This is an optimization exercise on Yosys and OpenROAD, whose aim is a short achievable clock period and few clock cycles, not a production implementation.
Function was checked by simulation only, so behaviour that the tests miss may differ from the original.
No activity file was given, so power comes from the tool's default toggle rates.

$ cat config.mk
export PLATFORM = sky130hd
export DESIGN_NAME = Risc_16_bit
export DESIGN_NICKNAME = Risc_16_bit
export VERILOG_FILES = /design/flow/design.v
export SDC_FILE = /design/flow/constraint.sdc
export NUM_CORES = 4
export LEC_CHECK = 0
export ABC_CLOCK_PERIOD_IN_PS = 2000
export CAP_MARGIN = 20
export CORE_MARGIN = 2
export CORE_UTILIZATION = 40
export SETUP_SLACK_MARGIN = 4.0
export SLEW_MARGIN = 20
$ cat constraint.sdc
create_clock -name core_clock -period 6.4 [get_ports {clk}]
set_input_delay 1.2800 -clock core_clock [delete_from_list [all_inputs] [get_ports {clk}]]
set_output_delay 1.2800 -clock core_clock [all_outputs]
set_load 0.01 [all_outputs]
$ cat design.v
`timescale 1ns / 1ps
module Risc_16_bit(
 input clk,
 input rst,
 output [15:0] imem_addr,
 input  [15:0] imem_data,
 output        dmem_we,
 output [2:0]  dmem_addr,
 output [15:0] dmem_wdata
);
 integer i;
 reg [7:0]  pc;
 reg [15:0] rf  [0:7];
 reg [15:0] mem [0:7];
 reg [15:0] e_a, e_b;          
 reg [15:0] e_as;              
 reg [15:0] e_nb;              
 reg        e_ci;              
 reg [15:0] e_sh;              
 reg [7:0]  e_ms;              
 reg [2:0]  e_ma;              
 reg        e_early;           
 reg [2:0]  e_al;              
 reg [2:0]  e_imm;             
 reg        r_pend;
 reg [2:0]  r_addr;
 reg [15:0] r_data;
 reg [2:0]  e_dst;             
 reg        e_we;              
 reg        e_add, e_sub, e_not, e_sll, e_srl, e_and, e_or, e_slt, e_lw;
 reg        e_sw, e_beq, e_bne, e_pred;
 reg [7:0]  e_alt;             
 reg [15:0] w_res;
 reg [2:0]  w_dst;
 reg        w_we;
 assign imem_addr = {7'd0, pc, 1'b0};
 wire [15:0] ins = imem_data;
 wire [3:0]  op  = ins[15:12];
 wire [2:0]  rs  = ins[11:9];
 wire [2:0]  rt  = ins[8:6];
 wire f_j   = (op == 4'b1101);
 wire f_beq = (op == 4'b1011);
 wire f_bne = (op == 4'b1100);
 wire f_lw  = (op == 4'b0000);
 wire f_sw  = (op == 4'b0001);
 wire f_rtype = !(f_j | f_beq | f_bne | f_lw | f_sw);
 wire f_same = (rs == rt);
 wire f_pred = (f_bne & ~f_same) | (f_beq & (f_same | ins[5]));
 wire f_sll = (op == 4'b0101);
 wire f_srl = (op == 4'b0110);
 wire f_sub = (op == 4'b0011);
 wire f_slt = (op == 4'b1001);
 wire f_sh  = f_sll | f_srl;
 wire f_mem = f_lw | f_sw;
 wire [7:0] pc1   = pc + 8'd1;
 reg [3:0] lo_k [0:7];         
 reg [4:0] h0_k [0:7];         
 reg [4:0] h1_k [0:7];         
 integer q;
 always @(*)
  for (q = 0; q < 8; q = q + 1) begin
   lo_k[q] = {1'b0, pc1[2:0]} + q[3:0];
   h0_k[q] = pc1[7:3] + {{2{q[2]}}, q[2:0]};
   h1_k[q] = pc1[7:3] + {{2{q[2]}}, q[2:0]} + 5'd1;
  end
 wire [3:0] t_lo = lo_k[ins[2:0]];
 wire [4:0] t_h0 = h0_k[ins[5:3]];
 wire [4:0] t_h1 = h1_k[ins[5:3]];
 wire [7:0] f_tgt = {t_lo[3] ? t_h1 : t_h0, t_lo[2:0]};
 wire eq = (e_a == e_b);
 wire e_taken = (e_beq & eq) | (e_bne & ~eq);
 wire e_mis = (e_beq | e_bne) & (e_taken != e_pred);
 wire [15:0] res;
 wire fe_a = e_we & (e_dst == rs);
 wire fe_b = e_we & (e_dst == rt);
 wire fw_a = w_we & (w_dst == rs);
 wire fw_b = w_we & (w_dst == rt);
 wire [15:0] o_a = fw_a ? w_res : rf[rs];    
 wire [15:0] o_b = fw_b ? w_res : rf[rt];
 wire [15:0] f_a = fe_a ? res : o_a;
 wire [15:0] f_b = fe_b ? res : o_b;
 wire f_hold = (f_sh & fe_b) | (f_lw & fe_a);
 wire s_hold = ~e_mis & f_hold;
 wire s_j    = ~e_mis & ~f_hold & f_j;
 wire s_tgt  = ~e_mis & ~f_hold & ~f_j & f_pred;
 wire s_seq  = ~e_mis & ~f_hold & ~f_j & ~f_pred;
 wire [7:0] pc_next = ({8{e_mis}} & e_alt) | ({8{s_hold}} & pc) |
                      ({8{s_j}} & ins[7:0]) | ({8{s_tgt}} & f_tgt) |
                      ({8{s_seq}} & pc1);
 wire [2:0] f_ma = o_a[2:0] + ins[2:0];
 wire       f_big = |o_b[15:4];
 always @(posedge clk) begin
  if (rst) begin
   pc <= 8'd0;
   e_we <= 1'b0;
   {e_add, e_sub, e_not, e_sll, e_srl, e_and, e_or, e_slt, e_lw} <= 9'd0;
   {e_sw, e_beq, e_bne} <= 3'd0;
   w_we <= 1'b0;
  end else begin
   pc <= pc_next;
   w_we <= e_we;
   if (e_mis | f_hold) begin
    e_we <= 1'b0;
    {e_add, e_sub, e_not, e_sll, e_srl, e_and, e_or, e_slt, e_lw} <= 9'd0;
    {e_sw, e_beq, e_bne} <= 3'd0;
   end else begin
    e_we  <= f_lw | f_rtype;
    e_add <= (op == 4'b0010) | (op == 4'b1010) | (op == 4'b1110) | (op == 4'b1111);
    e_sub <= f_sub;
    e_not <= (op == 4'b0100);
    e_sll <= f_sll;
    e_srl <= f_srl;
    e_and <= (op == 4'b0111);
    e_or  <= (op == 4'b1000);
    e_slt <= f_slt;
    e_lw  <= f_lw;
    e_sw  <= f_sw;
    e_beq <= f_beq;
    e_bne <= f_bne;
   end
  end
 end
 always @(posedge clk) begin
  e_a <= f_a;
  e_b <= f_b;
  e_as <= f_sh ? f_a : 16'd0;
  e_nb <= (f_sub | f_slt) ? ~f_b : 16'd0;
  e_ci <= f_sub | f_slt;
  for (i = 0; i < 16; i = i + 1)
   e_sh[i] <= f_sh & ~f_big & (o_b[3:0] == i);
  for (i = 0; i < 8; i = i + 1)
   e_ms[i] <= f_mem & (f_ma == i);
  e_ma <= f_ma;
  e_early <= ~fe_a;
  e_al <= f_sw ? f_a[2:0] : 3'd0;
  e_imm <= ins[2:0];
  r_addr <= ma;
  r_data <= e_b;
  e_alt <= f_pred ? pc1 : f_tgt;
  e_pred <= f_pred;
  e_dst <= f_lw ? rt : ins[5:3];
  w_res <= res;
  w_dst <= e_dst;
 end
 wire [2:0] ma = e_early ? e_ma : e_al + e_imm;
 wire [7:0] wsel = e_early ? e_ms : (8'd1 << ma);
 assign dmem_we    = r_pend | (e_sw & e_early);
 assign dmem_addr  = r_pend ? r_addr : e_ma;
 assign dmem_wdata = r_pend ? r_data : e_b;
 wire [15:0] a = e_a;
 wire [15:0] b = e_b;
 wire [15:0] sum, dif;
 wire        sco, dco;
 ks_add #(16) add_u (.x(a), .y(b),  .ci(1'b0), .s(sum), .co(sco));
 ks_add #(16) sub_u (.x(a), .y(e_nb), .ci(e_ci), .s(dif), .co(dco));
 wire        lt   = ~dco;             
 wire [15:0] shl, shr, ld;
 genvar gj, gk;
 generate
  for (gj = 0; gj < 16; gj = gj + 1) begin : shb
   wire [15:0] tl, tr;
   for (gk = 0; gk < 16; gk = gk + 1) begin : t
    if (gk <= gj) begin : l
     assign tl[gk] = e_sh[gk] & e_as[gj-gk];
    end else begin : lz
     assign tl[gk] = 1'b0;
    end
    if (gj + gk < 16) begin : r
     assign tr[gk] = e_sh[gk] & e_as[gj+gk];
    end else begin : rz
     assign tr[gk] = 1'b0;
    end
   end
   assign shl[gj] = |tl;
   assign shr[gj] = |tr;
  end
  for (gj = 0; gj < 16; gj = gj + 1) begin : ldb
   wire [7:0] tm;
   for (gk = 0; gk < 8; gk = gk + 1) begin : t
    assign tm[gk] = e_ms[gk] & mem[gk][gj];
   end
   assign ld[gj] = |tm;
  end
  for (gj = 0; gj < 16; gj = gj + 1) begin : rb
   wire [8:0] tr;
   assign tr[0] = e_add & sum[gj];
   assign tr[1] = e_sub & dif[gj];
   assign tr[2] = e_not & ~a[gj];
   assign tr[3] = e_sll & shl[gj];
   assign tr[4] = e_srl & shr[gj];
   assign tr[5] = e_and & a[gj] & b[gj];
   assign tr[6] = e_or & (a[gj] | b[gj]);
   assign tr[7] = (gj == 0) ? (e_slt & lt) : 1'b0;
   assign tr[8] = e_lw & ld[gj];
   assign res[gj] = |tr;
  end
 endgenerate
 always @(posedge clk) begin
  if (rst) begin
   for (i = 0; i < 8; i = i + 1) begin
    rf[i]  <= 16'd0;
    mem[i] <= 16'd0;
   end
   r_pend <= 1'b0;
  end else begin
   r_pend <= e_sw & ~(e_early & ~r_pend);
   if (w_we) rf[w_dst] <= w_res;
   for (i = 0; i < 8; i = i + 1)
    if (e_sw & wsel[i]) mem[i] <= e_b;
  end
 end
endmodule
`timescale 1ns / 1ps
module ks_add #(parameter W = 16) (
 input  [W-1:0] x,
 input  [W-1:0] y,
 input          ci,
 output [W-1:0] s,
 output         co
);
 localparam N = W + 1;
 localparam L = (N <= 2) ? 1 : (N <= 4) ? 2 : (N <= 8) ? 3 : (N <= 16) ? 4 : (N <= 32) ? 5 : 6;
 wire [N-1:0] g [0:L];
 wire [N-1:0] p [0:L];
 assign g[0] = {x & y, ci};
 assign p[0] = {x ^ y, 1'b0};
 genvar l, i;
 generate
  for (l = 0; l < L; l = l + 1) begin : lv
   for (i = 0; i < N; i = i + 1) begin : bt
    if (i >= (1 << l)) begin : m
     assign g[l+1][i] = g[l][i] | (p[l][i] & g[l][i-(1<<l)]);
     assign p[l+1][i] = p[l][i] & p[l][i-(1<<l)];
    end else begin : c
     assign g[l+1][i] = g[l][i];
     assign p[l+1][i] = p[l][i];
    end
   end
  end
 endgenerate
 assign s  = p[0][N-1:1] ^ g[L][N-2:0];
 assign co = g[L][N-1];
endmodule
$ cat flow/run.sh
#!/bin/bash
# The standard layout, with one synthesis change: no full/half adder cells
# (ADDER_MAP_FILE empty), so that ABC maps the adders as plain logic.
set -euo pipefail
bash standard.sh ADDER_MAP_FILE= finish > standard.log 2>&1
$ cat standard.sh
#!/bin/bash
# synth_recipe.tcl (not shown) runs the flow's synth.tcl, then flattens the netlist and writes it again
# the make line also repeats each setting of config.mk as NAME=value (left out here)
make -C /OpenROAD-flow-scripts/flow DESIGN_CONFIG=/design/flow/config.mk WORK_HOME=/design/flow/orfs CLKGATE_MAP_FILE= SYNTH_SCRIPT=/design/flow/synth_recipe.tcl "${@:-finish}"
==> summary.txt <==
[synth_stat cells (all sizes together), types with 7 or more instances]
cell	instances
o31ai	16
buf	40
xor2	20
a22oi	128
clkbuf	182
nand2b	13
nor3	20
maj3	13
mux2i	154
nand2	199
mux2	14
a31oi	12
inv	45
o21ai	121
a221oi	30
nor4	8
mux4	65
edfxtp	128
nand4	52
o21a	7
xnor2	79
o211ai	12
o22ai	7
or2	18
a211oi	12
dfxtp	300
a22o	11
and2	149
nor2	274
a21o	24
nand3	40
a222oi	10
nor2b	8
a21oi	86
or3	8
[how the worst max path moves through the flow]
stage	start	cells after the start	to
after global routing	imem_data[6]	12	e_sh[7]
after detailed placement	imem_data[6]	10	e_sh[3]
after CTS	r_pend	4	dmem_wdata[11]
final	r_pend	4	dmem_wdata[11]
after global placement	imem_data[6]	10	e_sh[7]
after floorplan	imem_data[6]	10	e_sh[11]
[repair_timing]
item,in CTS,in global routing
resized for setup,554,189
cloned,12,5
endpoints found under the setup margin,282,305
endpoints found under the hold margin,0,0
pin swaps,107,87
setup buffers,157,52
[flip-flops by register name (all words and copies together), names as in the netlist, 3 cells and up]
signal,cells
w_dst,3
e_b,16
e_a,16
pc,8
e_ma,3
e_al,3
rf,128
e_as,16
mem,128
e_nb,16
e_ms,8
r_addr,3
e_dst,3
r_data,16
e_alt,8
e_imm,3
w_res,16
e_sh,16
[metrics by stage]
stage | area (µm²) | cells | setup slack (ps)
after detailed placement | 23860 | 3026 | 1963
after CTS | 28330 | 3280 | 3444
after global placement | 23860 | 3026 | 1991
final | 29620 | 3337 | 3483
after floorplan | 23370 | 2407 | 3286
after global routing | 29620 | 3337 | 3432
[kinds of logic after synthesis]
kind of cell	count (synthesis)
AND/OR/NAND/NOR	821
AO/OA/AOI/OAI	536
flip-flops	428
buffers and inverters	269
multiplexers	233
XOR/XNOR	99
adder cells (fa/ha/maj)	13
other	1
[final cells by class]
cell class	instances	area share (%)
Multi-Input combinational cell	1712	46.20
Sequential cell	428	33.79
Tap cell	756	3.194
Timing Repair Buffer	309	10.82
Inverter	47	0.7308
Clock inverter	19	0.6843
Clock buffer	66	4.583
[layer usage]
metal	vias up	track usage [%]	wire length [µm]
li1	9028	-	-
met1	9996	35.76	32960
met2	1004	43.37	38560
met3	218	3.922	6633
met4	0	10.15	3295
met5	-	0	0
[power breakdown]
part	switching [W]	leakage, nW	internal [W]
combinational	0.000764	7.34	0.000694
clock	0.00115	0.762	0.00161
sequential	0.000231	3.80	0.00294
==> results.toml <==
[sta]
timing.fmax_mhz = 342.9
hold_viol = 0
slew_headroom_pct = 35.69
fin_crit_ps = 2917
slew_violations = 0
tightest_slew_ps = 963.3
setup_violations = 0
skew_ps = 31.28
hold-worst-slack_ps = 398.4
fin_crit_sh_pct = 45.57
rsz0062_at_grt = "true"
finalSetupTns_ps = 0

[finish]
synthToLayoutAreaGrowth_pct = 30.29
drive_above_1_share_pct = 31.73
final_common_cell = "nor2_1"
finish.utilization_pct = 52.63
nNetsFinal = 2564
ff_latch_area_um2 = 10010
multi_input_area_um2 = 13680
diodes = 0
nFillCells = 4864
final_cell_mix = "nor2_1, dfxtp_1, nand2_1"

[placed_design]
io_buffers = 45
gp_congestion = 0.9615
hpwlAfterDp_um = 48270

[drt]
routedWlPerCell_um = 24.41
routed_wl_um = 81450
via_count = 20250
drt_iter0_drc = 2264
final_antenna_net_count = 0
firstDrtPassIters = 10
viasPerCell = 6.067
drc_errors = 0

[synth]
synth_simple_gate_area_share_pct = 17.44
synth_ff_type = "dfxtp_1"
synth_xor_xnor_area_share_pct = 3.847
synthMuxAreaShare_pct = 13.91
syn_avg_cell_area_um2 = 9.473
yosys_warnings = 6
synth_top_area_cell = "dfxtp_1"
synth_compound_area_share_pct = 16.20
yosys-top-cells-area = "dfxtp_1, edfxtp_1, mux2i_1"
ys_seq_area_share_pct = 43.32
synth_area_um2 = 22730
syn_inst = 2400
async_flop_share_pct = 0
synth-edff-count = 128
synthAdderAreaFrac_pct = 0.5779
synth_top_family_by_area = "simple AND/OR/NAND/NOR gates"
ys_seq_elements = 428
ys_types = 89
yosys.area.top_type_share_pct = 26.42

[cts]
clock_path_buffers = 3
holdBufCountCts = 0
clock-sinks = 428
h-tree-depth = 2
insertion_delay_ps = 610
cts_tree = "built"
root_buffer = "clkbuf_16"
cts_buffers = 48
clkSlewWorstSetupHoldPaths_ps = 60

[hold_path]
min_to = "w_dst[0]"
hold_start = "e_dst[0]"
min_path_cells = 0
hold_path_class = "reg -> reg"

[floorplan]
die_x_um = 242.4
core_area_um2 = 56280
dieArea_um2 = 58760
row_count = 87
io_pins = 54
start_util_pct = 40.40
die_h_um = 242.4

[global_routing]
grt_usage_pct = 26.62
grt-ovfl-total = 0
grt_pass1_wl_um = 121600
first_global_vias = 19520
grt_max_degree = 105
antenna_found_initial = 0

[critical_path]
max_stage_delay_ps = 370
required_ps = 5120
crit_arrival_ps = 1640
r2r_start = "e_a[0]"
cp_common_cell = "buf_6"
crit_buf_inv = 3
endpoint_kind = "primary output"
path_cells = "buf_12, buf_6, mux2_4, buf_6"
crit_fanout = 8
r2r_slack_ps = 3580
cp_slowest_cell = "dfxtp_4"
regToRegEndpoint = "e_as[8]"
critPathKind = "reg -> out"
r2r_cells = 11
cp-start-kind = "flip-flop"
crit_family = "buffers and inverters"

[power]
p_per_area_nw_per_um2 = 249.2
vdd_drop_max_mv = 0.2445
p_leak_nw = 11.90
power_w = 0.007381

[run]
drv_cap = 0

[run_status]
status = "timing/DRC/antenna clean"
Testbench counts, summed over its fixed seeds: cycles 25,148.

[port drivers added, routing unchanged]
Ports are ideal in the flow. The routed layout listed here was re-timed in OpenROAD.
Step 1, drivers: a clkbuf_16 drives clk and a buf_2 each remaining input, both assumed.
Step 2 moves the port delays by t, midway between the first and last clock arrival at a register: inputs arrive t later, outputs are due t later. That takes back most of the time a late clock gives input paths.
a / b / c = ideal / step 1 / step 2; a / b = the first two.
t (ns): 0.653
setup slack, ns: 3.483 / 3.362 / 2.709
slew at the worst register clock pin (ns): 0.07 / 0.07
worst slew at a driven data input, ns: 0.21
After both steps setup and hold are still met in this run. The setup slack of this run moves by -0.121 ns with the drivers and by -0.774 ns with both steps.
